This is an optimization exercise on Yosys and OpenROAD, whose aim is small area, a short achievable clock period and few clock cycles, not a production implementation.
Power is estimated from default activity; no workload was simulated.

Setup of before:
==> flow/design.v <==
`timescale 1ns / 1ps
module MIPS(
    input clk,
    input reset,
    input [31:0] memOutput,
    output [31:0] memDir,
    output [31:0] memDato,
    output mem_wd,
    output mem_rd
    );
  reg [31:0] fa;           
  reg [9:0]  fpc;          
  reg        mcyc;         
  reg        mlw;          
  reg [4:0]  mrt;          
  reg        wd_r;         
  reg [31:0] md;           
  reg [31:0] ir;           
  reg [9:0]  pcD;
  reg        vD, pD;       
  reg        vE;           
  reg [31:0] A, B, SD;     
  reg [9:0]  pcE;
  reg [9:0]  tgtE;         
  reg [4:0]  rsE, rtE, rdE;
  reg        eSkip1;
  reg        eR, eLw, eSw, eBeq, eBne, ePred, eSub, eBrt;
  reg [1:0]  eOp;          
  reg        eAdd;         
  reg [31:0] rf [0:31];
  reg [31:0] valid;
  assign memDir  = fa;
  assign memDato = md;
  assign mem_wd  = wd_r;
  assign mem_rd  = ~wd_r;
  wire [32:0] sum33 = {A, 1'b1} + {B, eSub};
  wire [31:0] sum   = sum33[32:1];
  reg  [31:0] logic_r;
  always @* begin
    case (eOp)
      2'd1: logic_r = A & B;
      2'd2: logic_r = A | B;
      2'd3: logic_r = ~(A | B);
      default: logic_r = 32'd0;
    endcase
  end
  wire [31:0] alu = (sum & {32{eAdd}}) | logic_r;
  wire eAct   = vE & ~mcyc;
  wire eq     = (A == B);
  wire eTaken = (eBeq & eq) | (eBne & ~eq);
  wire eKill  = eAct & (eBeq | eBne) & eTaken & ~ePred & eSkip1 & vD & ~pD;
  wire eRedir = eAct & (eBeq | eBne) & (eTaken ^ ePred) & ~eKill;
  wire eWr    = eAct & eR;
  wire eMem   = eAct & (eLw | eSw);
  wire [5:0] op    = ir[31:26];
  wire [4:0] rs    = ir[25:21];
  wire [4:0] rt    = ir[20:16];
  wire [4:0] rd    = ir[15:11];
  wire [5:0] funct = ir[5:0];
  wire dR   = (op == 6'h00);
  wire dLw  = (op == 6'h23);
  wire dSw  = (op == 6'h2B);
  wire dBeq = (op == 6'h04);
  wire dBne = (op == 6'h05);
  wire dSub = dR & (funct == 6'h22);
  wire dImm = dLw | dSw;
  reg [1:0] dOp;
  always @* begin
    dOp = 2'd0;
    if (dR)
      case (funct)
        6'h24: dOp = 2'd1;
        6'h25: dOp = 2'd2;
        6'h27: dOp = 2'd3;
        default: dOp = 2'd0;
      endcase
  end
  reg [31:0] selA, selB;   
  reg [4:0]  iniA, iniB;   
  reg [31:0] rfA, rfB;
  integer k;
  always @* begin
    rfA = {9'd0, iniA[4], 18'd0, iniA[3:0]};
    rfB = {9'd0, iniB[4], 18'd0, iniB[3:0]};
    for (k = 0; k < 32; k = k + 1) begin
      rfA = rfA | ({32{selA[k]}} & rf[k]);
      rfB = rfB | ({32{selB[k]}} & rf[k]);
    end
  end
  wire [31:0] srcA = (eWr && rdE == rs) ? alu : rfA;
  wire [31:0] srcB = (eWr && rdE == rt) ? alu : rfB;
  wire [31:0] immx = {{16{ir[15]}}, ir[15:0]};
  wire [31:0] nB   = dImm ? immx : (srcB ^ {32{dSub}});
  wire dAct   = vD & ~mcyc & ~eRedir;
  wire [9:0] dFall = pcD + 10'd1;
  wire [9:0] dTgt  = dFall + ir[9:0];
  wire [5:0] fop  = memOutput[31:26];
  wire fJ    = (fop == 6'h02);
  wire fBr   = (fop == 6'h04) | (fop == 6'h05);
  wire fSkip1 = (memOutput[15:0] == 16'd1);
  wire fPred = fJ | (fBr & memOutput[15]) | ((fop == 6'h05) & ~fSkip1);
  wire [9:0] fTgt = fJ ? memOutput[9:0] : fpc + 10'd1 + memOutput[9:0];
  wire [9:0] sidx = fa[11:2];
  wire hitE = vE & (sidx == pcE);
  wire hitD = vD & (sidx == pcD);
  wire        rfWe = (mcyc & mlw) | eWr;
  wire [4:0]  rfWa = mcyc ? mrt : rdE;
  wire [31:0] wOther = mcyc ? memOutput : logic_r;
  wire [31:0] rfWd   = (sum & {32{~mcyc & eAdd}}) | wOther;
  wire [31:0] wdec  = rfWe ? (32'd1 << rfWa) : 32'd0;
  wire [31:0] vNext = valid | wdec;
  wire [31:0] wkeep = ~wdec;
  integer w;
  always @(posedge clk) begin
    for (w = 0; w < 32; w = w + 1)
      rf[w] <= (rfWd & {32{wdec[w]}}) | (rf[w] & {32{wkeep[w]}});
  end
  always @(posedge clk or posedge reset) begin
    if (reset) valid <= 32'd0;
    else valid <= vNext;
  end
  function [4:0] ini(input [4:0] i, input v);
    ini = v ? 5'd0 : ((i < 5'd14) ? {1'b0, i[3:0]} : {(i == 5'd14), 4'd0});
  endfunction
  wire [4:0] nRs = mcyc ? rs : memOutput[25:21];
  wire [4:0] nRt = mcyc ? rt : memOutput[20:16];
  always @(posedge clk) begin
    selA <= (32'd1 << nRs) & vNext;
    selB <= (32'd1 << nRt) & vNext;
    iniA <= ini(nRs, vNext[nRs]);
    iniB <= ini(nRt, vNext[nRt]);
  end
  reg [9:0] fpcN;
  always @* begin
    if (mcyc) begin
      if (~mlw & hitE)      fpcN = pcE;
      else if (~mlw & hitD) fpcN = pcD;
      else                  fpcN = fpc;
    end
    else if (eRedir) fpcN = tgtE;
    else if (fPred)  fpcN = fTgt;
    else             fpcN = fpc + 10'd1;
  end
  always @(posedge clk or posedge reset) begin
    if (reset) begin
      fpc  <= 10'd0;
      fa[11:2] <= 10'd0;
      mcyc <= 1'b0;
      wd_r <= 1'b0;
      vD   <= 1'b0;
      vE   <= 1'b0;
    end else begin
      fpc <= fpcN;
      fa[11:2] <= eMem ? sum[11:2] : fpcN;
      if (mcyc) begin
        mcyc <= 1'b0;
        wd_r <= 1'b0;
        if (~mlw & hitE) vE <= 1'b0;
        if (~mlw & (hitE | hitD)) vD <= 1'b0;
      end else begin
        mcyc <= eMem;
        wd_r <= eMem & eSw;
        vE   <= dAct & ~eKill;
        vD   <= ~eRedir;
      end
    end
  end
  always @(posedge clk) begin
    fa[31:12] <= sum[31:12];
    fa[1:0]   <= sum[1:0];
    md        <= SD;
    if (mcyc) begin
      if (mlw) begin
        if (rsE == mrt) A <= memOutput;
        if (eBrt && rtE == mrt) B <= memOutput ^ {32{eSub}};
        if (rtE == mrt) SD <= memOutput;
      end
    end else begin
      if (eMem) begin
        mlw <= eLw;
        mrt <= rtE;
      end
      ir    <= memOutput;
      pcD   <= fpc;
      pD    <= fPred;
      A     <= srcA;
      B     <= nB;
      SD    <= srcB;
      pcE   <= pcD;
      tgtE  <= pD ? dFall : dTgt;
      rsE   <= rs;
      rtE   <= rt;
      rdE   <= rd;
      eR    <= dR;
      eLw   <= dLw;
      eSw   <= dSw;
      eBeq  <= dBeq;
      eBne  <= dBne;
      ePred <= pD;
      eSkip1 <= (ir[15:0] == 16'd1);
      eSub  <= dSub;
      eBrt  <= ~dImm;
      eOp   <= dOp;
      eAdd  <= (dOp == 2'd0);
    end
  end
endmodule
Settings: LEC_CHECK=0, CAP_MARGIN=20, CELL_PAD_IN_SITES_DETAIL_PLACEMENT=1, CELL_PAD_IN_SITES_GLOBAL_PLACEMENT=2, CORE_MARGIN=2, CORE_UTILIZATION=32, PLACE_DENSITY=0.55, SETUP_SLACK_MARGIN=4.2, SLEW_MARGIN=20; clock period 7.5 ns.
run.sh (not shown) runs the stock make flow with config.mk's settings and CLKGATE_MAP_FILE= SYNTH_SCRIPT=/design/flow/synth_recipe.tcl, a recipe that flattens the netlist after the stock synthesis.
before: done, clean on timing, DRC and antenna
[inputs] after vs before
--- a/flow/design.v
+++ b/flow/design.v
@@ -32,10 +32,22 @@
   assign memDir  = fa;
   assign memDato = md;
   assign mem_wd  = wd_r;
   assign mem_rd  = ~wd_r;
-  wire [32:0] sum33 = {A, 1'b1} + {B, eSub};
-  wire [31:0] sum   = sum33[32:1];
+  wire [32:0] g0 = {A & B, eSub};
+  wire [32:0] p0 = {A ^ B, 1'b0};
+  wire [32:0] g1 = g0 | (p0 & {g0[31:0], 1'b0});
+  wire [32:0] p1 = p0 & {p0[31:0], 1'b0};
+  wire [32:0] g2 = g1 | (p1 & {g1[30:0], 2'b0});
+  wire [32:0] p2 = p1 & {p1[30:0], 2'b0};
+  wire [32:0] g3 = g2 | (p2 & {g2[28:0], 4'b0});
+  wire [32:0] p3 = p2 & {p2[28:0], 4'b0};
+  wire [32:0] g4 = g3 | (p3 & {g3[24:0], 8'b0});
+  wire [32:0] p4 = p3 & {p3[24:0], 8'b0};
+  wire [32:0] g5 = g4 | (p4 & {g4[16:0], 16'b0});
+  wire [32:0] p5 = p4 & {p4[16:0], 16'b0};
+  wire [32:0] g6 = g5 | (p5 & {g5[0:0], 32'b0});
+  wire [31:0] sum = p0[32:1] ^ g6[31:0];
   reg  [31:0] logic_r;
   always @* begin
     case (eOp)
       2'd1: logic_r = A & B;
@@ -106,30 +118,27 @@
   wire        rfWe = (mcyc & mlw) | eWr;
   wire [4:0]  rfWa = mcyc ? mrt : rdE;
   wire [31:0] wOther = mcyc ? memOutput : logic_r;
   wire [31:0] rfWd   = (sum & {32{~mcyc & eAdd}}) | wOther;
+  always @(posedge clk) begin
+    if (rfWe) rf[rfWa] <= rfWd;
+  end
   wire [31:0] wdec  = rfWe ? (32'd1 << rfWa) : 32'd0;
   wire [31:0] vNext = valid | wdec;
-  wire [31:0] wkeep = ~wdec;
-  integer w;
-  always @(posedge clk) begin
-    for (w = 0; w < 32; w = w + 1)
-      rf[w] <= (rfWd & {32{wdec[w]}}) | (rf[w] & {32{wkeep[w]}});
-  end
   always @(posedge clk or posedge reset) begin
     if (reset) valid <= 32'd0;
     else valid <= vNext;
   end
   function [4:0] ini(input [4:0] i, input v);
     ini = v ? 5'd0 : ((i < 5'd14) ? {1'b0, i[3:0]} : {(i == 5'd14), 4'd0});
   endfunction
-  wire [4:0] nRs = mcyc ? rs : memOutput[25:21];
-  wire [4:0] nRt = mcyc ? rt : memOutput[20:16];
+  wire [4:0] mRs = memOutput[25:21];
+  wire [4:0] mRt = memOutput[20:16];
   always @(posedge clk) begin
-    selA <= (32'd1 << nRs) & vNext;
-    selB <= (32'd1 << nRt) & vNext;
-    iniA <= ini(nRs, vNext[nRs]);
-    iniB <= ini(nRt, vNext[nRt]);
+    selA <= mcyc ? ((32'd1 << rs) & vNext) : ((32'd1 << mRs) & vNext);
+    selB <= mcyc ? ((32'd1 << rt) & vNext) : ((32'd1 << mRt) & vNext);
+    iniA <= mcyc ? ini(rs, vNext[rs]) : ini(mRs, vNext[mRs]);
+    iniB <= mcyc ? ini(rt, vNext[rt]) : ini(mRt, vNext[mRt]);
   end
   reg [9:0] fpcN;
   always @* begin
     if (mcyc) begin
==> run notes <==
- In after the implementation ran to completion but is not tape-out ready, as the final checks report max-capacitance violations, max-slew violations.
- Routed wire in after totals more than in before.
- Compared after vs before, and worst-case headroom to the max-slew limit is down in after.
- On switching portion of total power, after and before are basically level.
- Between after and before, the die area figures differ only marginally.
- [compare] base=before new=after: fmax lower, summed negative setup slack over all endpoints roughly the same, combined area of all synthesized cells roughly the same, first-iteration DRC count higher, number of CTS-inserted buffers higher.
- The run showing the smaller area growth from synthesis to layout is before.
- Higher number of distinct library cells after synthesis among after and before: before
No run of this note included a check of the RTL's function; only the layout flow was run.

## port drivers added, routing unchanged
In the flow no input, the clock included, has a driving cell. The finished layouts below were timed again as built, in two steps. Step 1 sets driving cells, clkbuf_16 on the clock port and buf_2 on the other inputs (assumed; they add their load-dependent delay and slew). Step 2, shift: input delay + t, output delay - t, t = (earliest + latest rising clock arrival at the registers) / 2. This alone moves slack from input paths to output paths. Slacks: ideal / step 1 / step 2; pairs: ideal / step 1.
run	shift t [ns]	setup slack, ns	hold WS [ns]	worst slew at a driven data input, ns
before	0.918	4.044 / 4.044 / 3.295	0.339 / 0.339 / 0.339	0.09
after	0.908	3.938 / 3.938 / 3.203	0.333 / 0.333 / 0.333	0.08
The setup slack of before, which loses most, moves by 0.000 ns with the drivers and by -0.749 ns with both steps.
